Context: an optimization exercise on an open-source flow, tuned for small area. The choices shown serve that exercise and are no tape-out recipe.
No run shown here included a check of the RTL's function; only the layout flow was run.
Power figures rest on the tool's default switching activity, not on a simulated workload.

--- flow/run.sh ---
#!/bin/bash
# standard layout, output kept in standard.log
bash standard.sh > standard.log 2>&1
--- standard.sh ---
#!/bin/bash
# synth_recipe.tcl (not shown) runs the flow's synth.tcl, then flattens the netlist and writes it again
# the make line also repeats each setting of config.mk as NAME=value (left out here)
make -C /OpenROAD-flow-scripts/flow DESIGN_CONFIG=/design/flow/config.mk WORK_HOME=/design/flow/orfs CLKGATE_MAP_FILE= SYNTH_SCRIPT=/design/flow/synth_recipe.tcl "${@:-finish}"
--- config.mk ---
export PLATFORM = sky130hd
export DESIGN_NAME = top
export DESIGN_NICKNAME = top
export VERILOG_FILES = /design/flow/design.v
export SDC_FILE = /design/flow/constraint.sdc
export NUM_CORES = 4
export LEC_CHECK = 0
export CAP_MARGIN = 20
export CORE_MARGIN = 2
export CORE_UTILIZATION = 40
export SLEW_MARGIN = 20
--- constraint.sdc ---
create_clock -name core_clock -period 12.0 [get_ports {clk}]
set_input_delay 2.4000 -clock core_clock [delete_from_list [all_inputs] [get_ports {clk}]]
set_output_delay 2.4000 -clock core_clock [all_outputs]
set_load 0.01 [all_outputs]
--- design.v ---
`timescale 1ns / 1ps
module wave( 
	input clk,
	input rst,
	input z,
	input [5:0]max,
	output reg wav
	);
	reg [25:0]hi;
	reg [5:0]lo;
	function ge6(input [5:0]a,input [5:0]b);
		integer k;
		reg r;
		begin
			r=1;
			for(k=0;k<6;k=k+1)
				r=(a[k]&~b[k])|(~(a[k]^b[k])&r);
			ge6=r;
		end
	endfunction
	wire hit=z?((&hi)&(&lo)):((|hi)|ge6(lo,max));
	always@(posedge clk)
	begin
		if(rst|hit)
		begin
			hi<=0;
			lo<=0;
		end
		else
			{hi,lo}<={hi,lo}+32'd1;
		if(rst)
			wav<=0;
		else if(hit)
			wav<=~wav;
	end
endmodule
module music(
	input clk,
	input rst,
	input rst_n,
	output beep
	);
	reg [12:0]cnt; 
	reg [1:0]msel; 
	reg t;
	reg t_q;
	reg [2:0]left; 
	reg wt;
	reg [3:0]node;
	reg [5:0]idx; 
	reg [3:0]mnote;
	reg [2:0]mdelay;
	reg [5:0]mmax;
	wire t_rise=t&~t_q;
	always@(*)
	begin
		case(node)
			5:mmax=32;
			6:mmax=28;
			7:mmax=25;
			8:mmax=24;
			9:mmax=21;
			10:mmax=19;
			11:mmax=18;
			default:mmax=16;
		endcase
	end
	wave w(clk,rst,node==0,mmax,beep);
	wire hit=(msel==0)|(msel==1&(~cnt[1]&cnt[2]&~cnt[3]&~cnt[7]&cnt[8]))|(msel==2&(cnt[0]&~cnt[1]&~cnt[2]&~cnt[3]&cnt[5]&~cnt[6]&~cnt[9]&cnt[10]&cnt[11]&cnt[12]));
	always@(posedge clk)
	begin
		if(rst|~rst_n|hit)
			cnt<=0;
		else
			cnt<={cnt[11:0],~(cnt[7]^cnt[12])};
		if(rst)
			t<=0;
		else if(rst_n&hit)
			t<=~t;
		if(rst)
			t_q<=0;
		else
			t_q<=t;
	end
	always@(*)
	begin
		case(idx)
			6'd0:begin mnote=4'h5; mdelay=3'd4; end
			6'd1:begin mnote=4'h8; mdelay=3'd4; end
			6'd2:begin mnote=4'h8; mdelay=3'd0; end
			6'd5:begin mnote=4'h9; mdelay=3'd0; end
			6'd10:begin mnote=4'h8; mdelay=3'd0; end
			6'd21:begin mnote=4'h7; mdelay=3'd0; end
			6'd42:begin mnote=4'h6; mdelay=3'd4; end
			6'd20:begin mnote=4'h6; mdelay=3'd4; end
			6'd41:begin mnote=4'h6; mdelay=3'd4; end
			6'd19:begin mnote=4'h9; mdelay=3'd4; end
			6'd38:begin mnote=4'h9; mdelay=3'd0; end
			6'd12:begin mnote=4'ha; mdelay=3'd0; end
			6'd25:begin mnote=4'h9; mdelay=3'd0; end
			6'd50:begin mnote=4'h8; mdelay=3'd0; end
			6'd36:begin mnote=4'h7; mdelay=3'd4; end
			6'd8:begin mnote=4'h5; mdelay=3'd4; end
			6'd17:begin mnote=4'h5; mdelay=3'd4; end
			6'd34:begin mnote=4'ha; mdelay=3'd4; end
			6'd4:begin mnote=4'ha; mdelay=3'd0; end
			6'd9:begin mnote=4'hb; mdelay=3'd0; end
			6'd18:begin mnote=4'ha; mdelay=3'd0; end
			6'd37:begin mnote=4'h9; mdelay=3'd0; end
			6'd11:begin mnote=4'h8; mdelay=3'd4; end
			6'd22:begin mnote=4'h6; mdelay=3'd4; end
			6'd45:begin mnote=4'h5; mdelay=3'd0; end
			6'd27:begin mnote=4'h5; mdelay=3'd0; end
			6'd54:begin mnote=4'h6; mdelay=3'd4; end
			6'd44:begin mnote=4'h9; mdelay=3'd4; end
			6'd24:begin mnote=4'h7; mdelay=3'd4; end
			6'd49:begin mnote=4'h8; mdelay=3'd3; end
			6'd35:begin mnote=4'h5; mdelay=3'd4; end
			6'd7:begin mnote=4'h8; mdelay=3'd4; end
			6'd14:begin mnote=4'h8; mdelay=3'd4; end
			6'd29:begin mnote=4'h8; mdelay=3'd4; end
			6'd58:begin mnote=4'h7; mdelay=3'd3; end
			6'd52:begin mnote=4'h7; mdelay=3'd4; end
			6'd40:begin mnote=4'h8; mdelay=3'd4; end
			6'd16:begin mnote=4'h7; mdelay=3'd4; end
			6'd33:begin mnote=4'h6; mdelay=3'd4; end
			6'd3:begin mnote=4'h5; mdelay=3'd3; end
			6'd6:begin mnote=4'h9; mdelay=3'd4; end
			6'd13:begin mnote=4'ha; mdelay=3'd4; end
			6'd26:begin mnote=4'h9; mdelay=3'd4; end
			6'd53:begin mnote=4'h8; mdelay=3'd4; end
			6'd43:begin mnote=4'hc; mdelay=3'd4; end
			6'd23:begin mnote=4'h5; mdelay=3'd4; end
			6'd46:begin mnote=4'h5; mdelay=3'd0; end
			6'd28:begin mnote=4'h5; mdelay=3'd0; end
			6'd57:begin mnote=4'h6; mdelay=3'd4; end
			6'd51:begin mnote=4'h9; mdelay=3'd4; end
			6'd39:begin mnote=4'h7; mdelay=3'd4; end
			6'd15:begin mnote=4'h8; mdelay=3'd2; end
			default:begin mnote=4'bxxxx; mdelay=3'bxxx; end
		endcase
	end
	wire left1=left==3'd0;
	always@(posedge clk)
	begin
		if(rst)
			msel<=0;
		else if(rst_n&t_rise&left1)
			msel<=wt?2'd2:2'd1;
	end
	always@(posedge clk)
	begin
		if(rst|~rst_n)begin
			left<=3'd0;
			wt<=0;
			node<=0;
			idx<=0;
		end else if(t_rise) begin
			if(left1)
			begin
				if(wt)
				begin
					idx<=(idx[0]&idx[1]&idx[2]&idx[3])?6'd0:{idx[4:0],~(idx[0]^idx[5])};
					node<=mnote;
					left<=mdelay;
					wt<=0;
				end
				else
				begin
					node<=0;
					left<=3'd0;
					wt<=1;
				end
			end
			else
				left<={left[1:0],~(left[0]^left[2])};
		end
	end
endmodule
`timescale 1ns / 1ps
module button( 
	input in,
	input clk,
	input rst,
	output reg op
	);
	reg out;
	reg [8:0]cnt; 
	wire hit=(cnt[0]&cnt[1]&cnt[2]&~cnt[3]&~cnt[4]&~cnt[5]&~cnt[6]&cnt[7]&~cnt[8]);
	always@(posedge clk)
	begin
		if(rst)
		begin
			out<=0;
			op<=0;
		end
		else
		begin
			op<=hit&in;
			if(hit)
				out<=in;
		end
		if(rst|hit|(in==out))
			cnt<=0;
		else
			cnt<={cnt[7:0],~(cnt[3]^cnt[8])};
	end
endmodule
module switch( 
	input in,
	input clk,
	input rst,
	output reg out
	);
	reg [8:0]cnt;
	wire hit=(cnt[0]&cnt[1]&cnt[2]&~cnt[3]&~cnt[4]&~cnt[5]&~cnt[6]&cnt[7]&~cnt[8]);
	always@(posedge clk)
	begin
		if(rst)
			out<=0;
		else if(hit)
			out<=in;
		if(rst|hit|(in==out))
			cnt<=0;
		else
			cnt<={cnt[7:0],~(cnt[3]^cnt[8])};
	end
endmodule
module timebase(
	input clk,
	input rst,
	output reg [6:0]t7, 
	output rise_a, 
	output rise_b, 
	output rise_c, 
	output rise_d, 
	output rise_e, 
	output reg sq_f 
	);
	reg [5:0]qa;
	reg [13:0]qb;
	reg [14:0]qc;
	reg [15:0]qd;
	reg [8:0]qe;
	reg [4:0]qf;
	assign rise_a=(qa[0]&qa[1]&qa[2]&qa[3]);
	assign rise_b=(qb[1]&qb[2]&qb[4]&~qb[6]&qb[7]&~qb[8]&~qb[9]&~qb[10]&~qb[11]&qb[12]&qb[13]);
	assign rise_c=(qc[0]&~qc[1]&qc[2]&~qc[3]&qc[4]&~qc[5]&~qc[6]&qc[8]&~qc[9]&~qc[10]&~qc[11]&~qc[12]&~qc[13]);
	assign rise_d=(qd[0]&~qd[1]&~qd[2]&~qd[3]&qd[4]&~qd[5]&~qd[6]&~qd[7]&~qd[8]&qd[11]&qd[12]&qd[13]&~qd[14]&~qd[15]);
	assign rise_e=(qe[0]&qe[1]&qe[2]&qe[3]&~qe[4]&~qe[5]&~qe[6]&~qe[7]&qe[8]);
	wire end_f=(~qf[0]&~qf[1]&~qf[3]&qf[4]);
	always@(posedge clk)
	begin
		if(rst)
		begin
			t7<=0;
			qa<=6'd27;
			qb<=14'd4899;
			qc<=15'd1034;
			qd<=16'd62712;
			qe<=9'd319;
			qf<=0;
			sq_f<=0;
		end
		else
		begin
			t7<=t7+7'd1;
			qa<=rise_a?6'd0:{qa[4:0],~(qa[0]^qa[5])};
			qb<=rise_b?14'd0:{qb[12:0],~(qb[12]^qb[13])};
			qc<=rise_c?15'd0:{qc[13:0],~(qc[0]^qc[14])};
			qd<=rise_d?16'd0:{qd[14:0],~(qd[2]^qd[15])};
			qe<=rise_e?9'd0:{qe[7:0],~(qe[3]^qe[8])};
			qf<=end_f?5'd0:{qf[3:0],~(qf[0]^qf[4])};
			if(end_f)
				sq_f<=~sq_f;
		end
	end
endmodule
module twinkle8( 
	input clk,
	input rst,
	input rise,
	input [6:0]cnt,
	output [7:0]o
	);
	reg [7:0]br0;
	always@(posedge clk)
	begin
		if(rst)
			br0<=0;
		else if(rise)
			br0<=br0+8'd1;
	end
	function ge5(input [4:0]a,input [4:0]b);
		integer k;
		reg r;
		begin
			r=1;
			for(k=0;k<5;k=k+1)
				r=(a[k]&~b[k])|(~(a[k]^b[k])&r);
			ge5=r;
		end
	endfunction
	wire p=ge5(br0[4:0],cnt[4:0]);
	wire q=ge5(~cnt[4:0],br0[4:0]);
	genvar i;
	generate
		for(i=0;i<8;i=i+1)
		begin:tw
			wire [2:0]hb=br0[7:5]+i;
			wire [1:0]h=hb[2]?~hb[1:0]:hb[1:0];
			wire e=hb[2]?q:p;
			assign o[i]=(h>cnt[6:5])|((h==cnt[6:5])&e);
		end
	endgenerate
endmodule
module sound(
	input clk,
	input rst,
	input press,
	input guesswrong,
	input win,
	input press_sound,
	output beep
	);
	wire music_out;
	reg press_en;
	reg [12:0]press_cnt; 
	reg guesswrong_en;
	reg [3:0]guesswrong_node; 
	reg [11:0]guesswrong_cnt; 
	reg [5:0]guesswrong_max;
	wire guesswrong_sound;
	music music1(clk,rst,win,music_out);
	always@(*)
	begin
		case(guesswrong_node)
			4'd8:guesswrong_max=6'd48;
			4'd12:guesswrong_max=6'd43;
			4'd14:guesswrong_max=6'd38;
			4'd7:guesswrong_max=6'd36;
			4'd11:guesswrong_max=6'd32;
			4'd13:guesswrong_max=6'd28;
			4'd6:guesswrong_max=6'd25;
			4'd3:guesswrong_max=6'd24;
			4'd9:guesswrong_max=6'd21;
			4'd4:guesswrong_max=6'd19;
			4'd10:guesswrong_max=6'd18;
			4'd5:guesswrong_max=6'd16;
			4'd2:guesswrong_max=6'd14;
			4'd1:guesswrong_max=6'd13;
			4'd0:guesswrong_max=6'd12;
			default:guesswrong_max=6'bxxxxxx;
		endcase
	end
	wave wv(clk,rst,guesswrong_node==4'b1111,guesswrong_max,guesswrong_sound);
	wire press_end=(~press_cnt[0]&~press_cnt[1]&~press_cnt[2]&~press_cnt[3]&press_cnt[4]&~press_cnt[7]&~press_cnt[9]&press_cnt[10]&press_cnt[11]&~press_cnt[12]);
	always@(posedge clk)
	begin
		if(rst|press)
			press_cnt<=0;
		else
			press_cnt<={press_cnt[11:0],~(press_cnt[5]^press_cnt[12])};
		if(rst)
			press_en<=0;
		else if(press)
			press_en<=1;
		else if(press_end)
			press_en<=0;
	end
	wire gw_end=(~guesswrong_cnt[1]&guesswrong_cnt[2]&~guesswrong_cnt[3]&guesswrong_cnt[4]&guesswrong_cnt[5]&~guesswrong_cnt[6]&guesswrong_cnt[7]&~guesswrong_cnt[8]&~guesswrong_cnt[9]&~guesswrong_cnt[11]);
	wire gw_last=guesswrong_node==4'd8||guesswrong_node==4'b1111;
	always@(posedge clk)
	begin
		if(rst)
			guesswrong_cnt<=12'd1204;
		else if(guesswrong|gw_end)
			guesswrong_cnt<=0;
		else
			guesswrong_cnt<={guesswrong_cnt[10:0],~(guesswrong_cnt[0]^guesswrong_cnt[11])};
		if(rst)begin
			guesswrong_en<=0;
			guesswrong_node<=4'b1111;
		end else if(guesswrong)begin
			guesswrong_en<=1;
			guesswrong_node<=4'd0;
		end else if(gw_end)begin
			if(~gw_last)
				guesswrong_node<={guesswrong_node[2:0],~(guesswrong_node[0]^guesswrong_node[3])};
			else
				guesswrong_en<=0;
		end
	end
	assign beep=press_en?press_sound:
		guesswrong_en?guesswrong_sound:
		win?music_out:1'b1;
endmodule
module top(
	input clk, 
	input rst, 
	input [7:0]sw, 
	input [3:0]btn, 
	output [3:0]an, 
	output reg [6:0]seg, 
	output dp, 
	output [7:0]led, 
	output beep 
	);
	wire key_l,key_r,key_i,key_d;
	wire sw0,sw1,sw5,sw6,sw7;
	button b1(btn[3],clk,rst,key_l);
	button b2(btn[2],clk,rst,key_r);
	button b3(btn[1],clk,rst,key_i);
	button b4(btn[0],clk,rst,key_d);
	switch s0(sw[0],clk,rst,sw0);
	switch s1(sw[1],clk,rst,sw1);
	switch s5(sw[5],clk,rst,sw5);
	switch s6(sw[6],clk,rst,sw6);
	switch s7(sw[7],clk,rst,sw7);
	wire [6:0]t7;
	wire rise_a,rise_b,rise_c,rise_d,rise_e,sq_f;
	timebase tb1(clk,rst,t7,rise_a,rise_b,rise_c,rise_d,rise_e,sq_f);
	reg [1:0]gamestate; 
	reg [3:0]curr_rec; 
	reg win;
	reg [15:0]ans;
	reg edit_rst;
	reg mem_we;
	reg gameover_rst;
	reg guess_wrong;
	reg [1:0]curr; 
	reg [15:0]num; 
	reg [15:0]rnd;
	reg [15:0]random;
	wire nosame_ok=num[3:0]!=num[7:4]&&num[3:0]!=num[11:8]&&num[3:0]!=num[15:12]&&
		num[7:4]!=num[11:8]&&num[7:4]!=num[15:12]&&num[11:8]!=num[15:12];
	wire rnd_ok=rnd[3:0]!=rnd[7:4]&&rnd[3:0]!=rnd[11:8]&&rnd[3:0]!=rnd[15:12]&&
		rnd[7:4]!=rnd[11:8]&&rnd[7:4]!=rnd[15:12]&&rnd[11:8]!=rnd[15:12];
	wire hit4=num==ans; 
	always@(posedge clk)
	begin
		if(rst)begin
			gamestate<=0;
			curr_rec<=0;
			win<=0;
			ans<=16'h1234;
			edit_rst<=0;
			mem_we<=0;
			gameover_rst<=0;
			guess_wrong<=0;
		end
		else if(sw7)begin
			gamestate<=0;
			curr_rec<=0;
			win<=0;
		end
		else begin
			guess_wrong<=0;
			case(gamestate)
				0:begin
					if(key_l|key_r|key_i|key_d)begin
						gamestate<=1;
						curr_rec<=0;
						ans<=random;
						edit_rst<=1;
					end
				end
				1:begin
					edit_rst<=0;
					if(sw1&&~sw0)begin 
						gamestate<=2;
						if(nosame_ok)begin
							curr_rec<=curr_rec+4'd1;
							mem_we<=1;
							if(~hit4)
								guess_wrong<=1;
						end
					end
				end
				2:begin
					if(nosame_ok)begin
						mem_we<=0;
						if(hit4)begin
							win<=1;
							curr_rec<=curr_rec-4'd1;
							gamestate<=3;
							gameover_rst<=1;
						end else if(curr_rec==8)begin
							win<=0;
							gamestate<=3;
							gameover_rst<=1;
						end
					end
					if(~sw1)
						gamestate<=1;
				end
				3:begin
					gameover_rst<=0;
					if(~sw1)begin
						gamestate<=0;
						curr_rec<=0;
						win<=0;
					end
				end
			endcase
		end
	end
	wire play=~sw6&&(gamestate==1||gamestate==2);
	wire edit_on=play&&~sw0&&gamestate==1;
	wire rec_on=play&&sw0;
	wire edit_l=edit_on&key_l;
	wire edit_r=edit_on&key_r;
	wire edit_i=edit_on&key_i;
	wire edit_d=edit_on&key_d;
	wire rec_i=rec_on&key_i;
	wire rec_d=rec_on&key_d;
	function [3:0]inc10(input [3:0]d);
		case(d)
			0:inc10=1; 1:inc10=2; 2:inc10=3; 3:inc10=4; 4:inc10=5;
			5:inc10=6; 6:inc10=7; 7:inc10=8; 8:inc10=9; default:inc10=0;
		endcase
	endfunction
	function [3:0]dec10(input [3:0]d);
		case(d)
			1:dec10=0; 2:dec10=1; 3:dec10=2; 4:dec10=3; 5:dec10=4;
			6:dec10=5; 7:dec10=6; 8:dec10=7; 9:dec10=8; default:dec10=9;
		endcase
	endfunction
	reg [3:0]cd;
	always@(*)
	begin
		case(curr)
			0:cd=num[3:0];
			1:cd=num[7:4];
			2:cd=num[11:8];
			3:cd=num[15:12];
		endcase
	end
	wire [3:0]cd_new=edit_i?inc10(cd):dec10(cd);
	always@(posedge clk)
	begin
		if(rst|edit_rst)
			curr<=3;
		else if(edit_l)
			curr<={curr[1]^curr[0],~curr[0]};
		else if(edit_r)
			curr<={curr[1]^~curr[0],~curr[0]};
	end
	always@(posedge clk)
	begin
		if(rst|edit_rst)
			num<=0;
		else if(edit_i|edit_d)
			case(curr)
				0:num[3:0]<=cd_new;
				1:num[7:4]<=cd_new;
				2:num[11:8]<=cd_new;
				3:num[15:12]<=cd_new;
			endcase
	end
	always@(posedge clk)
	begin
		if(rst)
			rnd<=0;
		else
		begin
			rnd[3:0]<=inc10(rnd[3:0]);
			if(rnd[3:0]==9)
				rnd[7:4]<=inc10(rnd[7:4]);
			if(rnd[7:0]==8'h99)
				rnd[11:8]<=inc10(rnd[11:8]);
			if(rnd[11:0]==12'h999)
				rnd[15:12]<=inc10(rnd[15:12]);
		end
	end
	always@(posedge clk)
	begin
		if(rst)
			random<=16'd123;
		else if(rnd_ok)
			random<=rnd;
	end
	reg we_q;
	reg [15:0]mem0,mem1,mem2,mem3,mem4,mem5,mem6,mem7;
	reg [2:0]showrec;
	wire [2:0]currrec=curr_rec[2:0];
	wire [2:0]mem_addr=(sw6||gamestate==0||gamestate==3)?3'd0:sw0?showrec:currrec;
	wire mem_wr=mem_we&~we_q;
	wire [15:0]wdata=num&{16{~rst}};
	always@(posedge clk)
	begin
		if(rst)
			we_q<=0;
		else
			we_q<=mem_we;
	end
	always@(posedge clk) if(rst||(mem_wr&&mem_addr==0)) mem0<=wdata;
	always@(posedge clk) if(rst||(mem_wr&&mem_addr==1)) mem1<=wdata;
	always@(posedge clk) if(rst||(mem_wr&&mem_addr==2)) mem2<=wdata;
	always@(posedge clk) if(rst||(mem_wr&&mem_addr==3)) mem3<=wdata;
	always@(posedge clk) if(rst||(mem_wr&&mem_addr==4)) mem4<=wdata;
	always@(posedge clk) if(rst||(mem_wr&&mem_addr==5)) mem5<=wdata;
	always@(posedge clk) if(rst||(mem_wr&&mem_addr==6)) mem6<=wdata;
	always@(posedge clk) if(rst||(mem_wr&&mem_addr==7)) mem7<=wdata;
	reg [15:0]memdata; 
	always@(*)
	begin
		case(showrec)
			0:memdata=mem0;
			1:memdata=mem1;
			2:memdata=mem2;
			3:memdata=mem3;
			4:memdata=mem4;
			5:memdata=mem5;
			6:memdata=mem6;
			7:memdata=mem7;
		endcase
	end
	reg [1:0]rstate;
	always@(posedge clk)
	begin
		if(rst|~sw0|rec_i|rec_d)
			rstate<=0;
		else if(rise_c)
			rstate<={rstate[0],~rstate[1]&~rstate[0]};
	end
	always@(posedge clk)
	begin
		if(rst)
			showrec<=0;
		else if(showrec>=currrec)
			showrec<=0;
		else if(rec_i)
			showrec<=(showrec+3'd1==currrec)?3'd0:showrec+3'd1;
		else if(rec_d)
			showrec<=(showrec!=0)?showrec-3'd1:currrec-3'd1;
	end
	reg blink;
	reg [3:0]hk; 
	reg [4:0]ck; 
	reg cl; 
	reg ls; 
	always@(posedge clk)
	begin
		if(rst)
		begin
			blink<=0;
			hk<=0;
		end
		else if(rise_b)
		begin
			blink<=~blink;
			hk<=(hk[1]&hk[2])?4'd0:{hk[2:0],~(hk[0]^hk[3])};
		end
	end
	always@(posedge clk)
	begin
		if(rst)
		begin
			cl<=0;
			ck<=0;
		end
		else if(gameover_rst)
		begin
			cl<=1;
			ck<=0;
		end
		else if(rise_b)
			ck<=(~ck[0]&~ck[1]&ck[4])?5'd0:{ck[3:0],~(ck[0]^ck[4])};
	end
	always@(posedge clk)
	begin
		if(rst|gameover_rst)
			ls<=0;
		else if(rise_d)
			ls<=~ls;
	end
	reg [1:0]c;
	always@(posedge clk)
	begin
		if(rst)
			c<=0;
		else if(rise_a)
			c<={c[1]^c[0],~c[0]};
	end
	assign an={~(c[1]&c[0]),~(c[1]&~c[0]),~(~c[1]&c[0]),~(~c[1]&~c[0])};
	wire [15:0]jn=sw0?memdata:num;
	reg [3:0]xd,ad;
	always@(*)
	begin
		case(c)
			0:begin xd=jn[3:0]; ad=ans[3:0]; end
			1:begin xd=jn[7:4]; ad=ans[7:4]; end
			2:begin xd=jn[11:8]; ad=ans[11:8]; end
			3:begin xd=jn[15:12]; ad=ans[15:12]; end
		endcase
	end
	wire [3:0]e0={jn[3:0]==ans[15:12],jn[3:0]==ans[11:8],jn[3:0]==ans[7:4],jn[3:0]==ans[3:0]};
	wire [3:0]e1={jn[7:4]==ans[15:12],jn[7:4]==ans[11:8],jn[7:4]==ans[7:4],jn[7:4]==ans[3:0]};
	wire [3:0]e2={jn[11:8]==ans[15:12],jn[11:8]==ans[11:8],jn[11:8]==ans[7:4],jn[11:8]==ans[3:0]};
	wire [3:0]e3={jn[15:12]==ans[15:12],jn[15:12]==ans[11:8],jn[15:12]==ans[7:4],jn[15:12]==ans[3:0]};
	wire [3:0]m=c[1]?{e3[3],e2[2],e1[1],e0[0]}:
		{e3[2]|e3[1]|e3[0],e2[3]|e2[1]|e2[0],e1[3]|e1[2]|e1[0],e0[3]|e0[2]|e0[1]};
	reg [2:0]jcnt;
	always@(*)
	begin
		case(m)
			4'b0000:jcnt=0;
			4'b0001,4'b0010,4'b0100,4'b1000:jcnt=1;
			4'b0011,4'b0101,4'b0110,4'b1001,4'b1010,4'b1100:jcnt=2;
			4'b1111:jcnt=4;
			default:jcnt=3;
		endcase
	end
	wire [4:0]jch=c[0]?{2'd0,jcnt}:{4'b0101,~c[1]};
	reg [4:0]hch;
	always@(*)
	begin
		case({hk,c})
			{4'd0,2'd0}:hch=5'd31;
			{4'd0,2'd1}:hch=5'd31;
			{4'd0,2'd2}:hch=5'd31;
			{4'd0,2'd3}:hch=5'd31;
			{4'd1,2'd0}:hch=5'd16;
			{4'd1,2'd1}:hch=5'd31;
			{4'd1,2'd2}:hch=5'd31;
			{4'd1,2'd3}:hch=5'd31;
			{4'd2,2'd0}:hch=5'd14;
			{4'd2,2'd1}:hch=5'd16;
			{4'd2,2'd2}:hch=5'd31;
			{4'd2,2'd3}:hch=5'd31;
			{4'd5,2'd0}:hch=5'd18;
			{4'd5,2'd1}:hch=5'd14;
			{4'd5,2'd2}:hch=5'd16;
			{4'd5,2'd3}:hch=5'd31;
			{4'd10,2'd0}:hch=5'd18;
			{4'd10,2'd1}:hch=5'd18;
			{4'd10,2'd2}:hch=5'd14;
			{4'd10,2'd3}:hch=5'd16;
			{4'd4,2'd0}:hch=5'd0;
			{4'd4,2'd1}:hch=5'd18;
			{4'd4,2'd2}:hch=5'd18;
			{4'd4,2'd3}:hch=5'd14;
			{4'd9,2'd0}:hch=5'd31;
			{4'd9,2'd1}:hch=5'd0;
			{4'd9,2'd2}:hch=5'd18;
			{4'd9,2'd3}:hch=5'd18;
			{4'd3,2'd0}:hch=5'd31;
			{4'd3,2'd1}:hch=5'd31;
			{4'd3,2'd2}:hch=5'd0;
			{4'd3,2'd3}:hch=5'd18;
			{4'd6,2'd0}:hch=5'd31;
			{4'd6,2'd1}:hch=5'd31;
			{4'd6,2'd2}:hch=5'd31;
			{4'd6,2'd3}:hch=5'd0;
			default:hch=5'bxxxxx;
		endcase
	end
	reg [4:0]cch;
	always@(*)
	begin
		case({ck,c})
			{5'd0,2'd0}:cch=5'd31;
			{5'd0,2'd1}:cch=5'd31;
			{5'd0,2'd2}:cch=5'd31;
			{5'd0,2'd3}:cch=5'd31;
			{5'd1,2'd0}:cch=5'd12;
			{5'd1,2'd1}:cch=5'd31;
			{5'd1,2'd2}:cch=5'd31;
			{5'd1,2'd3}:cch=5'd31;
			{5'd2,2'd0}:cch=5'd29;
			{5'd2,2'd1}:cch=5'd12;
			{5'd2,2'd2}:cch=5'd31;
			{5'd2,2'd3}:cch=5'd31;
			{5'd5,2'd0}:cch=5'd19;
			{5'd5,2'd1}:cch=5'd29;
			{5'd5,2'd2}:cch=5'd12;
			{5'd5,2'd3}:cch=5'd31;
			{5'd10,2'd0}:cch=5'd9;
			{5'd10,2'd1}:cch=5'd19;
			{5'd10,2'd2}:cch=5'd29;
			{5'd10,2'd3}:cch=5'd12;
			{5'd21,2'd0}:cch=5'd22;
			{5'd21,2'd1}:cch=5'd9;
			{5'd21,2'd2}:cch=5'd19;
			{5'd21,2'd3}:cch=5'd29;
			{5'd11,2'd0}:cch=5'd10;
			{5'd11,2'd1}:cch=5'd22;
			{5'd11,2'd2}:cch=5'd9;
			{5'd11,2'd3}:cch=5'd19;
			{5'd22,2'd0}:cch=5'd23;
			{5'd22,2'd1}:cch=5'd10;
			{5'd22,2'd2}:cch=5'd22;
			{5'd22,2'd3}:cch=5'd9;
			{5'd12,2'd0}:cch=5'd24;
			{5'd12,2'd1}:cch=5'd23;
			{5'd12,2'd2}:cch=5'd10;
			{5'd12,2'd3}:cch=5'd22;
			{5'd25,2'd0}:cch=5'd18;
			{5'd25,2'd1}:cch=5'd24;
			{5'd25,2'd2}:cch=5'd23;
			{5'd25,2'd3}:cch=5'd10;
			{5'd19,2'd0}:cch=5'd10;
			{5'd19,2'd1}:cch=5'd18;
			{5'd19,2'd2}:cch=5'd24;
			{5'd19,2'd3}:cch=5'd23;
			{5'd7,2'd0}:cch=5'd23;
			{5'd7,2'd1}:cch=5'd10;
			{5'd7,2'd2}:cch=5'd18;
			{5'd7,2'd3}:cch=5'd24;
			{5'd14,2'd0}:cch=5'd28;
			{5'd14,2'd1}:cch=5'd23;
			{5'd14,2'd2}:cch=5'd10;
			{5'd14,2'd3}:cch=5'd18;
			{5'd29,2'd0}:cch=5'd29;
			{5'd29,2'd1}:cch=5'd28;
			{5'd29,2'd2}:cch=5'd23;
			{5'd29,2'd3}:cch=5'd10;
			{5'd27,2'd0}:cch=5'd19;
			{5'd27,2'd1}:cch=5'd29;
			{5'd27,2'd2}:cch=5'd28;
			{5'd27,2'd3}:cch=5'd23;
			{5'd23,2'd0}:cch=5'd5;
			{5'd23,2'd1}:cch=5'd19;
			{5'd23,2'd2}:cch=5'd29;
			{5'd23,2'd3}:cch=5'd28;
			{5'd15,2'd0}:cch=5'd31;
			{5'd15,2'd1}:cch=5'd5;
			{5'd15,2'd2}:cch=5'd19;
			{5'd15,2'd3}:cch=5'd29;
			{5'd30,2'd0}:cch=5'd31;
			{5'd30,2'd1}:cch=5'd31;
			{5'd30,2'd2}:cch=5'd5;
			{5'd30,2'd3}:cch=5'd19;
			{5'd28,2'd0}:cch=5'd31;
			{5'd28,2'd1}:cch=5'd31;
			{5'd28,2'd2}:cch=5'd31;
			{5'd28,2'd3}:cch=5'd5;
			default:cch=5'bxxxxx;
		endcase
	end
	reg [4:0]n; 
	always@(*)
	begin
		if(sw6)
			n={1'b0,ad};
		else if(gamestate==0)
			n=hch;
		else if(gamestate==3)
		begin
			if(win)
				n=cl?cch:5'd0;
			else if(ls)
				n={1'b0,ad};
			else
				case(c)
					3:n=5'd18;
					2:n=5'd0;
					1:n=5'd5;
					0:n=5'd14;
				endcase
		end
		else if(sw0)
		begin
			if(currrec==0)
				case(c)
					3:n=5'd19;
					2:n=5'd29;
					1:n=5'd19;
					0:n=5'd14;
				endcase
			else
				case(rstate)
					0:case(c)
						3:n={1'b0,{1'b0,showrec}+4'd1};
						2:n=5'd29;
						1:n=5'd15;
						0:n={2'd0,currrec};
					endcase
					1:n={1'b0,xd};
					default:n=jch;
				endcase
		end
		else if(gamestate==1)
			n=(~blink&&curr==c)?5'd27:{1'b0,xd};
		else if(nosame_ok)
			n=jch;
		else
			case(c)
				3:n=5'd14;
				2:n=5'd22;
				1:n=5'd22;
				0:n=5'd31;
			endcase
	end
	always@(*)
	begin
		case(n)
			0:seg=7'b1000000; 
			1:seg=7'b1111001; 
			2:seg=7'b0100100; 
			3:seg=7'b0110000; 
			4:seg=7'b0011001; 
			5:seg=7'b0010010; 
			6:seg=7'b0000010; 
			7:seg=7'b1111000; 
			8:seg=7'b0000000; 
			9:seg=7'b0010000; 
			10:seg=7'b0001000; 
			11:seg=7'b0000011; 
			12:seg=7'b1000110; 
			13:seg=7'b0100001; 
			14:seg=7'b0000110; 
			15:seg=7'b0001110; 
			16:seg=7'b0001001; 
			17:seg=7'b1110001; 
			18:seg=7'b1000111; 
			19:seg=7'b0101011; 
			20:seg=7'b0001100; 
			21:seg=7'b0011000; 
			22:seg=7'b0101111; 
			23:seg=7'b0000111; 
			24:seg=7'b1000001; 
			25:seg=7'b0010001; 
			26:seg=7'b0111111; 
			27:seg=7'b1110111; 
			28:seg=7'b1111011; 
			29:seg=7'b0100011; 
			30:seg=7'b1100011; 
			31:seg=7'b1111111;
		endcase
	end
	wire [7:0]tw;
	twinkle8 twinkle81(clk,rst,rise_e,t7,tw);
	wire sound_out;
	sound sound1(clk,rst,key_l|key_r|key_i|key_d,guess_wrong,win,sq_f,sound_out);
	assign beep=sw5?sound_out:1'b1;
	assign dp=1;
	assign led={curr_rec<=7,curr_rec<=6,curr_rec<=5,curr_rec<=4,curr_rec<=3,curr_rec<=2,curr_rec<=1,curr_rec==0}&tw;
endmodule
==> results of run 1 <==
==> placed cells by master, fill, tap and decap left out, types with 12 or more instances in the layout <==
master | netlist | layout
buf_4 | 5 | 32
a22oi_1 | 23 | 23
a31oi_1 | 26 | 25
nand2b_1 | 29 | 29
clkinv_2 | 0 | 13
or2_2 | 23 | 23
nand3_1 | 83 | 83
edfxtp_1 | 128 | 128
clkbuf_1 | 135 | 12
nand2_1 | 246 | 246
a211oi_1 | 38 | 38
and3_1 | 75 | 75
xnor2_1 | 113 | 113
a222oi_1 | 14 | 14
dfxtp_1 | 413 | 412
ha_1 | 116 | 116
clkbuf_16 | 0 | 56
o211ai_1 | 19 | 19
inv_1 | 91 | 91
o21ai_0 | 74 | 71
a221oi_1 | 19 | 19
nor3_1 | 37 | 36
nor2_1 | 251 | 251
mux2i_1 | 68 | 68
and2_1 | 105 | 105
clkdlybuf4s50_1 | 0 | 29
a311oi_1 | 14 | 14
nor4_1 | 47 | 46
a21o_1 | 16 | 16
a21oi_1 | 151 | 151
nor2b_1 | 55 | 55
or4_1 | 12 | 12
xor2_1 | 143 | 143
nand4_1 | 43 | 43
==> logic make-up after synthesis <==
group | Yosys count | synth area share [%]
and+or+nand+nor | 1070 | 20.19
DFF | 541 | 44.75
AOI/OAI and AO/OA | 535 | 14.17
buffers and inverters | 291 | 4.383
xor gates and xnor gates | 256 | 8.285
adders and majority gates | 116 | 5.363
muxes | 76 | 2.848
other | 1 | 0.01386
==> layout make-up <==
| cell class | instances | area share (%) |
|---|---|---|
| multi-input cells | 2054 | 46.32 |
| flip-flops and latches | 541 | 40.63 |
| clock buffers | 77 | 5.267 |
| well taps | 873 | 3.664 |
| repair buffers | 62 | 1.817 |
| inverters | 97 | 1.221 |
| clock inverters | 25 | 1.083 |
==> state kept, by name, indices dropped and copies added, names as in the netlist, 12 cells and up <==
register,cells
mem0,16
mem4,16
mem5,16
mem3,16
mem7,16
sound1.press_cnt,13
ans,16
mem2,16
tb1.qc,15
num,16
tb1.qb,14
sound1.guesswrong_cnt,12
mem6,16
mem1,16
sound1.music1.cnt,13
sound1.wv.hi,26
rnd,16
tb1.qd,16
sound1.music1.w.hi,26
random,16
==> worst max-delay path, delay by kind of cell, from the launching register on <==
kind,cells,cell delay [ns]
simple gates,3,1.23
xor+xnor,2,0.30
fa+ha+maj,3,0.87
flops,1,0.48
compound gates,10,2.47
buf+inv,5,1.29
==> report_power, final <==
| part | internal (uW) | total [uW] | switching [uW] |
|---|---|---|---|
| logic | 131 | 365 | 233 |
| clock network | 1030 | 1760 | 729 |
| registers | 1920 | 1950 | 29.5 |
| total | 3080 | 4070 | 992 |
==> per-stage QoR <==
stage	hold slack [ns]	worst slack [ns]	util, %
floorplan	0.4002	4.700	-
global placement	0.4136	3.149	41.61
detailed placement	0.4181	3.021	41.61
CTS	0.4257	2.324	44.44
global route	0.4390	1.924	44.47
finish	0.4214	2.308	44.47
==> synth_stat cells, types with 7 or more instances <==
cell type | n | area (sq um)
dfxtp_1 | 413 | 8268
nor2_1 | 251 | 942.2
nand2_1 | 246 | 923.4
a21oi_1 | 151 | 755.7
xor2_1 | 143 | 1252
clkbuf_1 | 135 | 506.7
edfxtp_1 | 128 | 3844
ha_1 | 116 | 1451
xnor2_1 | 113 | 989.7
and2_1 | 105 | 656.9
inv_1 | 91 | 341.6
nand3_1 | 83 | 415.4
and3_1 | 75 | 469.2
o21ai_0 | 74 | 370.4
mux2i_1 | 68 | 680.7
nor2b_1 | 55 | 344.1
nor4_1 | 47 | 294.0
nand4_1 | 43 | 269.0
a211oi_1 | 38 | 285.3
nor3_1 | 37 | 185.2
buf_2 | 33 | 165.2
nand2b_1 | 29 | 181.4
a31oi_1 | 26 | 162.7
a22oi_1 | 23 | 172.7
or2_2 | 23 | 143.9
a221oi_1 | 19 | 166.4
o211ai_1 | 19 | 142.6
a21o_1 | 16 | 120.1
buf_1 | 16 | 60.06
a222oi_1 | 14 | 140.1
a311oi_1 | 14 | 122.6
or4_1 | 12 | 90.09
nand3b_1 | 11 | 82.58
nor4b_1 | 11 | 96.34
o31ai_1 | 11 | 82.58
a221o_1 | 10 | 100.1
a41oi_1 | 10 | 87.58
or3_1 | 10 | 62.56
o21a_1 | 9 | 67.56
a211o_1 | 8 | 70.07
mux2_2 | 8 | 90.09
nor3b_1 | 7 | 52.55
o2111ai_1 | 7 | 61.31
==> path summary, 6_finish.rpt <==
path,endpoint,cells after the start,startpoint,slack [ns]
hold / removal,tb1.qd[10]$_SDFF_PP1_,2,tb1.qd[9]$_SDFF_PP0_,0.42
setup reg to reg,sound1.music1.mnote[3]$_DFF_P_,10,win$_SDFFE_PP0P_,8.24
setup / recovery,seg[6],23,showrec[0]$_SDFFE_PP0P_,2.31
hold reg to reg,tb1.qd[10]$_SDFF_PP1_,2,tb1.qd[9]$_SDFF_PP0_,0.42
==> metal layers <==
layer	up-vias	part of all wire, %	track usage [%]
li1	10080	-	-
met1	10000	46	25.15
met2	618	45	29.40
met3	98	6.2	3.020
met4	0	2.2	5.436
met5	-	0	0
==> summary.md, run 1 <==
| Metric | Value |
|---|---|
| Ratio of total power to cell area | 136.5 nW/um^2 |
| Total setup buffers inserted after CTS | 0 |
| Worst-path fanout max | 33 |
| PnR Total Power | 4068 uW |
| Count of different cell masters after synthesis | 91 |
| Highest attainable clock frequency | 0.1032 GHz |
| Max-cap check violation count | 0 |
| Count of hold-fix buffers inserted at cts | 0 |
| All-layer global routing usage | 18.26% |
| Crit end category | output pin |
| Footprint of the multi-input gates | 13,810 sq um |
| Unrepaired setup endpoints after global routing | no |
| Total inserted antenna cells | 0 |
| Number of standard cells in the final layout excluding fillers | 3,729 |
| H-Tree Depth | 2 |
| Wire per inst | 17.50 um |
| Net count reported at finish | 2,942 |
| Die boundary width | 264.1 um |
| Worst-case clock skew | 0.03773 ns |
| Avg Inst Size Synth | 9.377 sq um |
| Via count of the first global-routing pass | 20,040 |
| HPWL after DPL | 43,700 um |
| Detailed-route wire length | 65,260 um |
| Number of nets with antenna violations after detailed routing | 0 |
| Share of the yosys chip area belonging to registers | 44.75% |
| # setup viols final | 0 |
| Std-Cell Rows | 95 |
| Cell-by-cell listing of the critical path | inv_1 > ha_1 > buf_4 > nor4_4 > and3_1 > o32a_1 > xor2_1 > o41ai_1 > o21a_1 > inv_1 > ha_1 > nand2_1 > o22ai_1 > a31o_2 > o21ai_0 > a31oi_4 > o21ai_2 > inv_1 > ha_1 > xnor2_1 > a211oi_1 > a21oi_1 > clkdlybuf4s50_1 |
| Synthesized Nets | 3,016 |
| Final hold vios | 0 |
| Leftover overflow at the end of global routing | 0 |
| Clock tree from TritonCTS | done |
| Synth Register Bits | 541 |
| Die Height | 264.1 um |
| Critical-path top delay cell | nor4_4 |
| Count of placed standard cells including taps | 3,626 |
| Number of buffers created by CTS | 56 |
| Stage delay of the slowest cell on the critical path | 0.86 ns |
| Worst relative slew slack | 31.78% |
| Proportion of synthesized flip-flops having asynchronous set or reset | 0% |
| # port buffers | 30 |
| Filler cell count in the final layout | 6,419 |
| Slew at the pin closest to its max-slew limit | 1.021 ns |
| Critical Path Start Type | flip-flop |
| Pin count of the biggest net entering global routing | 80 |
| Vias after detailed routing | 20,800 |
| Ratio of routed vias to standard cells | 5.578 |
| Yosys warnings | 8 |
| Aggregate negative setup slack | 0 ns |
| Setup CP Type | reg -> out |
| Netlist area before placement | 27,060 sq um |
| Number of max-slew violations in the final report | 0 |
| Shortest clock period the worst path allows after layout | 9.692 ns |
| Number of DRC markers after the initial detailed-route iteration | 1,464 |
| Clock-pin slew of the registers on the worst-case setup and hold paths | 0.07 ns |
| Layout overhead on the synthesized area | 10.16% |
| Worst voltage drop across the vdd grid | 112.0 uV |
| Type of the worst min-delay path | reg -> reg |
| Placeable core region | 67,040 sq um |
| Initial antenna violation count | 1 |
| Worst path arrival time | 7.29 ns |
| Skew-Pair Late Insertion Delay | 0.63 ns |
| Number of buffers between clock root and the deepest sink | 3 |
| Storage element area | 12,110 sq um |
| Final critical-path share of the clock period | 80.77% |
| Global placement routability congestion | 0.9187 |
| Fraction of layout cells with a size suffix above 1 | 6.793% |
| Syn Inst Count | 2,886 |
| Total clock sinks | 541 |
| Wire length of the first global-routing pass | 105,300 um |
| Primary flip-flop cell chosen by synthesis mapping | dfxtp_1 |
| Required arrival time at the worst endpoint | 9.60 ns |
| Post-route cell area | 29,810 sq um |
| Number of cells upsized or downsized after cts | 0 |
| Placed standard-cell area | 27,900 sq um |
| Iteration count of the initial detailed-routing pass | 7 |
| Overall die area | 69,750 sq um |
| Outcome | timing/DRC/antenna clean |
| Number of enable-type register cells in the synthesized netlist | 128 |
| Initial Utilization | 40.37% |
| Leak pwr | 0.01122 uW |
| DRC Markers | 0 |
| Cell at the root of the clock tree | clkbuf_16 |
| I/O pin count | 35 |
==> inputs of run 2 (changes only) <==
==> flow/run.sh (replaced) <==
#!/bin/bash
# Own flow: the standard synthesis, then its combinational logic re-mapped
# for area by ABC (flip-flop instances untouched), then the standard layout.
# Each tool writes its full output to a log file in this folder.
set -euo pipefail
R=$PWD/orfs/results/$FLOW_PLATFORM/top/base
LIB=$FLOW_HOME/platforms/$FLOW_PLATFORM/lib/sky130_fd_sc_hd__tt_025C_1v80.lib
YOSYS=$FLOW_HOME/../tools/install/yosys/bin/yosys
command -v "$YOSYS" >/dev/null 2>&1 || YOSYS=yosys

bash standard.sh synth > synth_std.log 2>&1
cp $R/1_2_yosys.v netlist_std.v

FFS=$(grep -o "sky130_fd_sc_hd__[a-z]*df[a-z0-9_]*" netlist_std.v | sort -u | tr '\n' ' ')
sed -e "s#@LIB@#$LIB#g" -e "s#@FFS@#$FFS#g" -e "s#@ABC@#$PWD/flow/area.abc#g" \
    -e "s#@IN@#$PWD/netlist_std.v#g" -e "s#@OUT@#$PWD/netlist_resyn.v#g" flow/resyn.ys > resyn.ys
"$YOSYS" -l resyn.log -s resyn.ys > /dev/null 2>&1

cp netlist_resyn.v $R/1_2_yosys.v
rm -f $R/1_synth.odb $R/1_synth.sdc
bash standard.sh synth > synth_odb.log 2>&1
bash standard.sh > layout.log 2>&1
==> flow/area.abc (new file) <==
strash
balance -l
resub -K 6 -l
rewrite -l
resub -K 6 -N 2 -l
refactor -l
resub -K 8 -l
balance -l
resub -K 8 -N 2 -l
rewrite -l
resub -K 10 -l
rewrite -z -l
resub -K 10 -N 2 -l
balance -l
resub -K 12 -l
refactor -z -l
resub -K 12 -N 2 -l
rewrite -z -l
balance -l
&get -n
&deepsyn -T 60
&put
dch -f
amap
==> flow/resyn.ys (new file) <==
# re-map the combinational logic of the standard synthesis netlist
read_liberty -ignore_miss_func @LIB@
read_verilog @IN@
hierarchy -top top
setattr -mod -set keep_hierarchy 1 @FFS@
flatten top
select -module top
opt_clean
abc -liberty @LIB@ -script @ABC@ -dont_use sky130_fd_sc_hd__probe_p_8 -dont_use sky130_fd_sc_hd__probec_p_8 -dont_use *lpflow*
opt_clean -purge
hilomap -singleton -hicell sky130_fd_sc_hd__conb_1 HI -locell sky130_fd_sc_hd__conb_1 LO
splitnets
opt_clean -purge
select -clear
tee -o resyn_stat.txt stat -liberty @LIB@ top
select top
write_verilog -noattr -nohex -nodec -selected @OUT@
==> run 2 against run 1 <==
  * Still clean on timing, DRC and antenna
  * Fmax fell by 7.0%
  * Non-clock buffer count is 5 higher
  * Clock power shrank 2%
  * Critical path type unchanged
  * Critical endpoint is now seg[4]
  * Largest power group unchanged
==> summary.md, run 2 <==
| Metric | Value |
|---|---|
| Pin count of the biggest net entering global routing | 68 (was 80) |
| Overall die area | 57,780 sq um (was 69,750 sq um) |
| Placed standard-cell area | 23,870 sq um (was 27,900 sq um) |
| Synthesized Nets | 2,500 (was 3,016) |
| Worst-case clock skew | 0.008648 ns (was 0.03773 ns) |
| Unrepaired setup endpoints after global routing | no (unchanged) |
| Number of buffers created by CTS | 56 (unchanged) |
| Std-Cell Rows | 86 (was 95) |
| Vias after detailed routing | 19,670 (was 20,800) |
| Initial Utilization | 40.49% (was 40.37%) |
| Storage element area | 12,110 sq um (about the same) |
| Avg Inst Size Synth | 8.991 sq um (was 9.377 sq um) |
| Type of the worst min-delay path | reg -> reg (unchanged) |
| # setup viols final | 0 (unchanged) |
| Total inserted antenna cells | 0 (unchanged) |
| Worst reg2reg path endpoint | sound1.wv.hi[22]$_SDFF_PP0_ (was sound1.music1.mnote[3]$_DFF_P_) |
| Worst-path fanout max | 23 (was 33) |
| Slew at the pin closest to its max-slew limit | 1.192 ns (was 1.021 ns) |
| Count of hold-fix buffers inserted at cts | 0 (unchanged) |
| Total clock sinks | 541 (unchanged) |
| Critical register-to-register path startpoint | sound1.wv.lo[1]$_SDFF_PP0_ (was win$_SDFFE_PP0P_) |
| Syn Inst Count | 2,486 (was 2,886) |
| Crit end category | output pin (unchanged) |
| Number of cells upsized or downsized after cts | 0 (unchanged) |
| Die boundary width | 240.4 um (was 264.1 um) |
| Clock-pin slew of the registers on the worst-case setup and hold paths | 0.06 ns (was 0.07 ns) |
| Initial antenna violation count | 0 (was 1) |
| Reg2reg setup slack | 6.68 ns (was 8.24 ns) |
| Leak pwr | 0.008936 uW (was 0.01122 uW) |
| Net count reported at finish | 2,625 (was 2,942) |
| Number of nets with antenna violations after detailed routing | 0 (unchanged) |
| Commonest cells after routing, fill and taps aside | 413 x dfxtp_1, 402 x nor2_1, 323 x clkinv_1 (was 412 x dfxtp_1, 251 x nor2_1, 246 x nand2_1) |
| Leading cell type in the layout, fill and taps excluded | dfxtp_1 (unchanged) |
| Number of DRC markers after the initial detailed-route iteration | 1,748 (was 1,464) |
| Number of max-slew violations in the final report | 0 (unchanged) |
| Wire length of the first global-routing pass | 98,560 um (was 105,300 um) |
| Iteration count of the initial detailed-routing pass | 6 (was 7) |
| Fraction of layout cells with a size suffix above 1 | 4.861% (was 6.793%) |
| Wire per inst | 18.32 um (was 17.50 um) |
| Via count of the first global-routing pass | 18,380 (was 20,040) |
| Cell at the root of the clock tree | clkbuf_16 (unchanged) |
| Util after Layout | 46.60% (was 44.47%) |
| All-layer global routing usage | 21.22% (was 18.26%) |
| Placeable core region | 55,200 sq um (was 67,040 sq um) |
| Die Height | 240.4 um (was 264.1 um) |
| Final critical-path share of the clock period | 86.80% (was 80.77%) |
| DRC Markers | 0 (unchanged) |
| Footprint of the multi-input gates | 9055 sq um (was 13,810 sq um) |
| Depth of the worst register-to-register path | 26 (was 10) |
| Final hold vios | 0 (unchanged) |
| Post-route cell area | 25,720 sq um (was 29,810 sq um) |
| Filler cell count in the final layout | 5,224 (was 6,419) |
| Biggest registers after layout | sound1.music1.w.hi x26, sound1.wv.hi x26 (unchanged) |
| Number of buffers between clock root and the deepest sink | 3 (unchanged) |
| Total setup buffers inserted after CTS | 0 (unchanged) |
| Endpoint, Worst Hold | sound1.music1.cnt[7]$_SDFF_PP0_ (was tb1.qd[10]$_SDFF_PP1_) |
| Worst relative slew slack | 20.55% (was 31.78%) |
| Skew-Pair Late Insertion Delay | 0.60 ns (was 0.63 ns) |
| Clock tree from TritonCTS | done (unchanged) |
| Launch instance of the worst min-delay path | sound1.music1.cnt[6]$_SDFF_PP0_ (was tb1.qd[9]$_SDFF_PP0_) |
| # port buffers | 30 (unchanged) |
| Leftover overflow at the end of global routing | 0 (unchanged) |
| H-Tree Depth | 2 (unchanged) |
| Highest attainable clock frequency | 0.09600 GHz (was 0.1032 GHz) |
| Yosys warnings | 8 (unchanged) |
| Layout overhead on the synthesized area | 15.09% (was 10.16%) |
| Critical Path Start Type | flip-flop (unchanged) |
| PnR Total Power | 3929 uW (was 4068 uW) |
| Ratio of routed vias to standard cells | 5.782 (was 5.578) |
| Detailed-route wire length | 62,340 um (was 65,260 um) |
| HPWL after DPL | 41,990 um (was 43,700 um) |
| Required arrival time at the worst endpoint | 9.60 ns (about the same) |
| Count of placed standard cells including taps | 3,299 (was 3,626) |
| Global placement routability congestion | 0.9193 (was 0.9187) |
| I/O pin count | 35 (unchanged) |
| Netlist area before placement | 22,350 sq um (was 27,060 sq um) |
| Setup CP Type | reg -> out (unchanged) |
| Ratio of total power to cell area | 152.7 nW/um^2 (was 136.5 nW/um^2) |
| Hold path cells | 2 (unchanged) |
| Shortest clock period the worst path allows after layout | 10.42 ns (was 9.692 ns) |
| Worst voltage drop across the vdd grid | 141.4 uV (was 112.0 uV) |
| Worst path arrival time | 8.02 ns (was 7.29 ns) |
| Outcome | timing/DRC/antenna clean (unchanged) |
| Aggregate negative setup slack | 0 ns (unchanged) |
| Max-cap check violation count | 0 (unchanged) |
| Number of standard cells in the final layout excluding fillers | 3,402 (was 3,729) |
run 2: cell types whose count changed in the layout (fill, tap and decap cells not counted), sizes merged, moves of 91 or more:
| cell | previous run | this run |
|---|---|---|
| nor2 | 251 | 406 |
| xnor2 | 113 | 0 |
| and2 | 105 | 4 |
| clkinv | 21 | 332 |
| o22ai | 6 | 163 |
| nand2 | 246 | 135 |
| inv | 96 | 5 |
| ha | 116 | 0 |
| xor2 | 143 | 0 |
run 2: layout make-up:
| class | instances | share of cell area, % |
|---|---|---|
| clock buffer | 81 | 6.406 |
| clock inverter | 20 | 0.7637 |
| inverter | 321 | 4.689 |
| multi-input combinational | 1624 | 35.20 |
| sequential | 541 | 47.08 |
| tap | 748 | 3.638 |
| timing repair buffer | 67 | 2.218 |
run 2: critical path, stage by stage, from the launching register on:
cell and delay, ns:
dfxtp_1 0.52, clkinv_1 0.22, nor2_4 0.61, a222oi_1 0.20
a222oi_1 1.06, clkinv_1 0.38, o22ai_1 0.24, or4_1 0.13
nand3_1 0.09, a22o_1 0.29, nand2_1 0.11, o21ai_0 0.11
o21ai_0 0.22, nor2_1 0.08, nor2_1 0.10, nor4_1 0.08
o32ai_1 0.79, clkinv_1 0.28, nor4_1 0.45, or2_0 0.22
nor2_1 0.07, o21ai_0 0.13, clkinv_1 0.11, o22ai_1 0.30
clkdlybuf4s50_1 0.61
run 2: worst max-delay path by stage:
stage | startpoint | slack, ns | end | cells past startpoint
global placement | showrec[0]$_SDFFE_PP0P_ | 2.19 | seg[4] | 25
detailed placement | showrec[0]$_SDFFE_PP0P_ | 2.18 | seg[4] | 25
finish | showrec[0]$_SDFFE_PP0P_ | 1.58 | seg[4] | 24
global route | showrec[0]$_SDFFE_PP0P_ | 1.07 | seg[4] | 24
CTS | showrec[0]$_SDFFE_PP0P_ | 1.49 | seg[4] | 25
floorplan | showrec[0]$_SDFFE_PP0P_ | 3.75 | seg[4] | 24
run 2: metrics by stage:
step                      hold slack (ns)  worst slack (ns)
after floorplan                    0.3975             3.747
after global placement             0.4048             2.187
after detailed placement           0.4108             2.181
after CTS                          0.4066             1.491
after global routing               0.4339             1.066
final                              0.4169             1.584
run 2: metal layers:
| layer | vias to the layer above | global-route usage, % | wire, um |
|---|---|---|---|
| li1 | 9488 | - | - |
| met1 | 9284 | 28.54 | 27960 |
| met2 | 769 | 35.01 | 28450 |
| met3 | 128 | 3.042 | 4342 |
| met4 | 0 | 7.171 | 1591 |
| met5 | - | 0 | 0 |
run 2: power by group:
part	switching, uW	internal, uW
Sequential	36.2	1930
Combinational	163	81.8
Clock	706	1020
==> inputs of run 3 (changes only) <==
--- a/config.mk
+++ b/config.mk
@@ -7,5 +7,6 @@
 export LEC_CHECK = 0
 export CAP_MARGIN = 20
 export CORE_MARGIN = 2
-export CORE_UTILIZATION = 40
+export CORE_UTILIZATION = 60
+export CTS_BUF_LIST = sky130_fd_sc_hd__clkbuf_4
 export SLEW_MARGIN = 20
==> run 3 against run 2 <==
  * Global-route usage increased by 9.8 points
  * Worst hold slack got worse by 0.028 ns
  * Clock skew is 0.049 ns higher
  * Critical endpoint is now seg[6]
  * Highest routed layer unchanged
==> summary.md, run 3 <==
| Metric | Value |
|---|---|
| Slew at the pin closest to its max-slew limit | 1.224 ns (was 1.192 ns) |
| Via count of the first global-routing pass | 19,890 (was 18,380) |
| Internal Dissipation | 2814 uW (was 3024 uW) |
| Clock-pin slew of the registers on the worst-case setup and hold paths | 0.06 ns (about the same) |
| Die Height | 197.7 um (was 240.4 um) |
| Count of cell instances traversed by the critical path | 26 (was 24) |
| Worst path bufs/invs | 5 (unchanged) |
| Overall die area | 39,090 sq um (was 57,780 sq um) |
| Wire per inst | 18.15 um (was 18.32 um) |
| Post-route cell area | 25,330 sq um (was 25,720 sq um) |
| Initial antenna violation count | 1 (was 0) |
| Vias after detailed routing | 20,510 (was 19,670) |
| Avg Inst Size Synth | 8.863 sq um (was 8.991 sq um) |
| Syn Inst Count | 2,540 (was 2,486) |
| Worst-path fanout max | 19 (was 23) |
| Skew-Pair Late Insertion Delay | 0.83 ns (was 0.60 ns) |
| Max-cap check violation count | 0 (unchanged) |
| Number of buffers created by CTS | 138 (was 56) |
| Worst setup path start | showrec[0]$_SDFFE_PP0P_ (unchanged) |
| Ratio of routed vias to standard cells | 6.207 (was 5.782) |
| Clock share of power | 39.0% (was 43.8%) |
| Combinational cell fraction of total power | 8.7% (was 6.2%) |
| Number of max-slew violations in the final report | 0 (unchanged) |
| Unrepaired setup endpoints after global routing | no (unchanged) |
| Initial Utilization | 61.20% (was 40.49%) |
| Global placement routability congestion | 1.016 (was 0.9193) |
| Final critical-path share of the clock period | 84.59% (was 86.80%) |
| Worst slack on hold paths | 0.3890 ns (was 0.4169 ns) |
| Critical-path top delay cell | a221oi_1 (was a222oi_1) |
| Leak pwr | 0.008976 uW (was 0.008936 uW) |
| DRC Markers | 0 (unchanged) |
| Pin count of the biggest net entering global routing | 54 (was 68) |
| Util after Layout | 68.85% (was 46.60%) |
| All-layer global routing usage | 30.98% (was 21.22%) |
| Top delay family on crit path | compound AO/OA/AOI/OAI gates (unchanged) |
| Layout overhead on the synthesized area | 12.50% (was 15.09%) |
| I/O pin count | 35 (unchanged) |
| Type of the worst min-delay path | reg -> reg (unchanged) |
| Critical register-to-register path startpoint | sound1.wv.lo[1]$_SDFF_PP0_ (unchanged) |
| Commonest cells after routing, fill and taps aside | 432 x nor2_1, 413 x dfxtp_1, 355 x clkinv_1 (was 413 x dfxtp_1, 402 x nor2_1, 323 x clkinv_1) |
| Crit end category | output pin (unchanged) |
| Shortest clock period the worst path allows after layout | 10.15 ns (was 10.42 ns) |
| Worst voltage drop across the vdd grid | 124.4 uV (was 141.4 uV) |
| Switching power as a share of total power | 25.67% (was 23.03%) |
| Number of DRC markers after the initial detailed-route iteration | 1,907 (was 1,748) |
| Cell at the root of the clock tree | clkbuf_4 (was clkbuf_16) |
| Total clock sinks | 541 (unchanged) |
| H-Tree Depth | 4 (was 2) |
| Wire length of the first global-routing pass | 97,760 um (was 98,560 um) |
| Leading cell type in the layout, fill and taps excluded | nor2_1 (was dfxtp_1) |
| # port buffers | 30 (unchanged) |
| Worst relative slew slack | 18.37% (was 20.55%) |
| Yosys warnings | 8 (unchanged) |
| Required arrival time at the worst endpoint | 9.60 ns (about the same) |
| Setup CP Type | reg -> out (unchanged) |
| Stage delay of the slowest cell on the critical path | 0.91 ns (was 1.06 ns) |
| Highest attainable clock frequency | 0.09852 GHz (was 0.09600 GHz) |
| Destination of the critical timing path | seg[6] (was seg[4]) |
| Synthesized Nets | 2,554 (was 2,500) |
| HPWL after DPL | 40,440 um (was 41,990 um) |
| Count of hold-fix buffers inserted at cts | 0 (unchanged) |
| Netlist area before placement | 22,510 sq um (was 22,350 sq um) |
| Switching power | 972.2 uW (was 904.9 uW) |
| Total setup buffers inserted after CTS | 0 (unchanged) |
| Ratio of total power to cell area | 149.5 nW/um^2 (was 152.7 nW/um^2) |
| Fraction of layout cells with a size suffix above 1 | 8.956% (was 4.861%) |
| Outcome | timing/DRC/antenna clean (unchanged) |
| Number of buffers between clock root and the deepest sink | 3 (unchanged) |
| Final hold vios | 0 (unchanged) |
| Std-Cell Rows | 70 (was 86) |
| Placeable core region | 36,790 sq um (was 55,200 sq um) |
| Biggest registers after layout | sound1.music1.w.hi x26, sound1.wv.hi x26 (unchanged) |
| Die boundary width | 197.7 um (was 240.4 um) |
| Number of cells upsized or downsized after cts | 0 (unchanged) |
| Iteration count of the initial detailed-routing pass | 9 (was 6) |
| Worst path arrival time | 7.75 ns (was 8.02 ns) |
| # setup viols final | 0 (unchanged) |
| Worst-case clock skew | 0.05727 ns (was 0.008648 ns) |
| Clock tree from TritonCTS | done (unchanged) |
| Placed standard-cell area | 23,670 sq um (was 23,870 sq um) |
| Net count reported at finish | 2,759 (was 2,625) |
| Detailed-route wire length | 59,990 um (was 62,340 um) |
| Depth of the worst register-to-register path | 24 (was 26) |
| Aggregate negative setup slack | 0 ns (unchanged) |
| Number of nets with antenna violations after detailed routing | 0 (unchanged) |
| Leftover overflow at the end of global routing | 0 (unchanged) |
| Worst reg2reg path endpoint | sound1.wv.hi[10]$_SDFF_PP0_ (was sound1.wv.hi[22]$_SDFF_PP0_) |
| Sequential share of power | 52.3% (was 49.9%) |
| Reg2reg setup slack | 6.63 ns (was 6.68 ns) |
| Critical Path Start Type | flip-flop (unchanged) |
==> run 3: power by group through the flow <==
stage | clock (uW) | combinational (uW) | sequential, uW
global route | 1620 | 359 | 1980
CTS | 1510 | 319 | 1980
global placement | 0 | 314 | 2020
floorplan | 0 | 209 | 2010
finish | 1480 | 329 | 1980
detailed placement | 0 | 318 | 2020
==> run 3: through the flow <==
stage | std cells | setup WS, ns | power, uW
after floorplan | 2540 | 4.121 | 2214
after global placement | 3072 | 2.957 | 2330
after detailed placement | 3072 | 2.950 | 2336
after CTS | 3303 | 2.055 | 3811
after global routing | 3305 | 1.206 | 3964
final | 3305 | 1.849 | 3787
==> run 3: final cells by class <==
| cell class | count | area, sq um |
|---|---|---|
| diodes | 1 | 2.502 |
| clock buffers | 202 | 1516 |
| clock inverters | 29 | 120.1 |
| fillers | 2926 | 11460 |
| inverters | 337 | 1265 |
| multi-input cells | 1662 | 9156 |
| flip-flops and latches | 541 | 12110 |
| well taps | 468 | 585.6 |
| repair buffers | 65 | 568.0 |
==> run 3: per-layer routing <==
metal	up-vias	routed length, um	GRT usage, %
li1	9822	-	-
met1	9459	25160	40.09
met2	1037	27360	49.36
met3	195	5425	7.239
met4	0	2036	14.54
met5	-	0	0
==> run 3: worst register-to-register path, stage by stage, from the launching register on <==
cell      delay [ns]
dfxtp_1         0.31
clkinv_1        0.11
nor2_1          0.19
nand2_1         0.11
nor2_1          0.17
nand2_1         0.11
nor2_1          0.20
and3_1          0.23
and3_1          0.20
and3_1          0.20
and3_1          0.21
and3_1          0.21
and3_1          0.21
and3_1          0.21
and3_1          0.21
and3_1          0.21
and3_1          0.21
and3_1          0.21
and3_1          0.21
nand2_1         0.10
o21ai_0         0.16
o21a_1          0.18
or2_0           0.67
buf_4           0.35
nor3_1          0.08
==> run 3: worst min path at each step <==
stage | startpoint | endpoint | slack (ns) | depth (start not counted)
floorplan | tb1.qc[5]$_SDFF_PP0_ | tb1.qc[6]$_SDFF_PP0_ | 0.40 | 2
global placement | tb1.qc[10]$_SDFF_PP1_ | tb1.qc[11]$_SDFF_PP0_ | 0.40 | 2
detailed placement | tb1.qc[10]$_SDFF_PP1_ | tb1.qc[11]$_SDFF_PP0_ | 0.41 | 2
CTS | sound1.music1.mdelay[1]$_DFF_P_ | sound1.music1.left[1]$_SDFFE_PP0P_ | 0.39 | 2
global route | sound1.music1.mdelay[1]$_DFF_P_ | sound1.music1.left[1]$_SDFFE_PP0P_ | 0.42 | 2
finish | sound1.music1.mdelay[1]$_DFF_P_ | sound1.music1.left[1]$_SDFFE_PP0P_ | 0.39 | 2
==> inputs of run 4 (changes only) <==
--- a/config.mk
+++ b/config.mk
@@ -7,6 +7,8 @@
 export LEC_CHECK = 0
 export CAP_MARGIN = 20
 export CORE_MARGIN = 2
-export CORE_UTILIZATION = 60
-export CTS_BUF_LIST = sky130_fd_sc_hd__clkbuf_4
+export CORE_UTILIZATION = 50
+export CTS_BUF_LIST = sky130_fd_sc_hd__clkbuf_8
+export CTS_CLUSTER_DIAMETER = 40
+export CTS_CLUSTER_SIZE = 20
 export SLEW_MARGIN = 20
==> run 4 against run 3 <==
  * Die area increased by 20%
  * Worst setup slack improved by 0.37 ns
  * Sequential share of layout area down 0.34 points
  * Sequential cell count is the same
  * First-iteration DRC count decreased by 3.8%
  * Critical endpoint unchanged
  * Highest routed layer is now met5
==> summary.md, run 4 <==
| Metric | Value |
|---|---|
| Commonest cells after routing, fill and taps aside | 432 x nor2_1, 413 x dfxtp_1, 336 x clkinv_1 (was 432 x nor2_1, 413 x dfxtp_1, 355 x clkinv_1) |
| Critical-path top delay cell | a221oi_1 (unchanged) |
| Initial antenna violation count | 2 (was 1) |
| Number of buffers created by CTS | 72 (was 138) |
| Storage element area | 12,110 sq um (unchanged) |
| Number of nets with antenna violations after detailed routing | 0 (unchanged) |
| Skew-Pair Late Insertion Delay | 0.68 ns (was 0.83 ns) |
| Crit end category | output pin (unchanged) |
| Vias after detailed routing | 19,840 (was 20,510) |
| # port buffers | 30 (unchanged) |
| Fraction of layout cells with a size suffix above 1 | 6.108% (was 8.956%) |
| Placeable core region | 44,320 sq um (was 36,790 sq um) |
| Netlist area before placement | 22,510 sq um (unchanged) |
| Wire length of the first global-routing pass | 98,930 um (was 97,760 um) |
| Cell at the root of the clock tree | clkbuf_8 (was clkbuf_4) |
| Via count of the first global-routing pass | 18,810 (was 19,890) |
| Max-cap check violation count | 0 (unchanged) |
| Leak pwr | 0.008811 uW (was 0.008976 uW) |
| Number of DRC markers after the initial detailed-route iteration | 1,835 (was 1,907) |
| Clock-pin slew of the registers on the worst-case setup and hold paths | 0.08 ns (was 0.06 ns) |
| I/O pin count | 35 (unchanged) |
| Sequential share of power | 50.7% (was 52.3%) |
| Final Worst Setup Slack | 2.215 ns (was 1.849 ns) |
| Outcome | timing/DRC/antenna clean (unchanged) |
| Initial Utilization | 50.80% (was 61.20%) |
| Worst relative slew slack | 20.94% (was 18.37%) |
| Leading cell type in the layout, fill and taps excluded | nor2_1 (unchanged) |
| Pin count of the biggest net entering global routing | 60 (was 54) |
| Number of buffers between clock root and the deepest sink | 3 (unchanged) |
| HPWL after DPL | 41,060 um (was 40,440 um) |
| Type of the worst min-delay path | reg -> reg (unchanged) |
| Filler cell count in the final layout | 4,051 (was 2,926) |
| Critical Path Start Type | flip-flop (unchanged) |
| Internal Dissipation | 2863 uW (was 2814 uW) |
## run 4: cell type report
class,instances,area share [%]
antenna,1,0.009811
multi-input combinational,1662,35.88
tap,592,2.904
clock inverter,57,2.629
inverter,337,4.960
timing repair buffer,63,2.139
sequential,541,47.49
clock buffer,74,3.993
## run 4: power by group through the flow
stage               Clock [uW]  Sequential [uW]  Combinational, uW
floorplan                    0             2010                209
global placement             0             2020                319
detailed placement           0             2020                323
CTS                       1640             1980                325
global route              1710             1980                362
finish                    1590             1980                331
## run 4: critical path, delay by kind of cell (launching register included)
family | cells | cell delay (ns)
compound gates | 10 | 2.64
buf+inv | 4 | 1.63
flops | 1 | 0.45
simple gates | 10 | 1.97
## run 4: worst paths after layout
| check | cells after the start | startpoint | slack (ns) | to |
|---|---|---|---|---|
| worst max register to register | 28 | sound1.music1.w.lo[1]$_SDFF_PP0_ | 6.50 | sound1.music1.w.hi[7]$_SDFF_PP0_ |
| worst min-delay path | 2 | sound1.press_cnt[10]$_SDFF_PP0_ | 0.41 | sound1.press_cnt[11]$_SDFF_PP0_ |
| worst max-delay path | 24 | showrec[0]$_SDFFE_PP0P_ | 2.21 | seg[6] |
| worst min register to register | 2 | sound1.press_cnt[10]$_SDFF_PP0_ | 0.41 | sound1.press_cnt[11]$_SDFF_PP0_ |
## run 4: routing by layer
metal | share of wire, % | wire, um | track usage [%]
met5 | 0.021 | 13 | 0
met4 | 3.1 | 1912 | 10.30
met3 | 6.3 | 3875 | 4.884
met2 | 44 | 26920 | 40.61
met1 | 47 | 28450 | 36.15
## run 4: per-stage QoR
stage	std cells	utilization [%]	area (sq um)	total power, uW
after floorplan	2540	-	22510	2214
after CTS	3326	57.53	25500	3942
after global routing	3327	57.55	25510	4061
after detailed placement	3195	53.72	23810	2341
final	3327	57.55	25510	3904
after global placement	3195	53.72	23810	2336

==> separate check: timing with driven ports <==
Ports are ideal in the flow. The routed layouts listed here were re-timed in OpenROAD.
Step 1: set_driving_cell puts a clkbuf_16 on clk and a buf_2 on each other input, an assumption about the parent block.
Step 2 times the ports against the registers' clock, not the clock port: input delays grow and output delays shrink by t, the midpoint of the rising clock arrivals with the driver on.
a / b / c = ideal ports / drivers / drivers and shift; a / b = the first two.
run | shift t [ns] | slack for setup (ns)
run 1 | 0.675 | 2.308 / 2.250 / 2.925
run 2 | 0.650 | 1.584 / 1.527 / 2.177
run 3 | 0.849 | 1.849 / 1.802 / 2.651
run 4 | 0.717 | 2.215 / 2.158 / 2.875
After both steps every run listed still meets setup and hold.
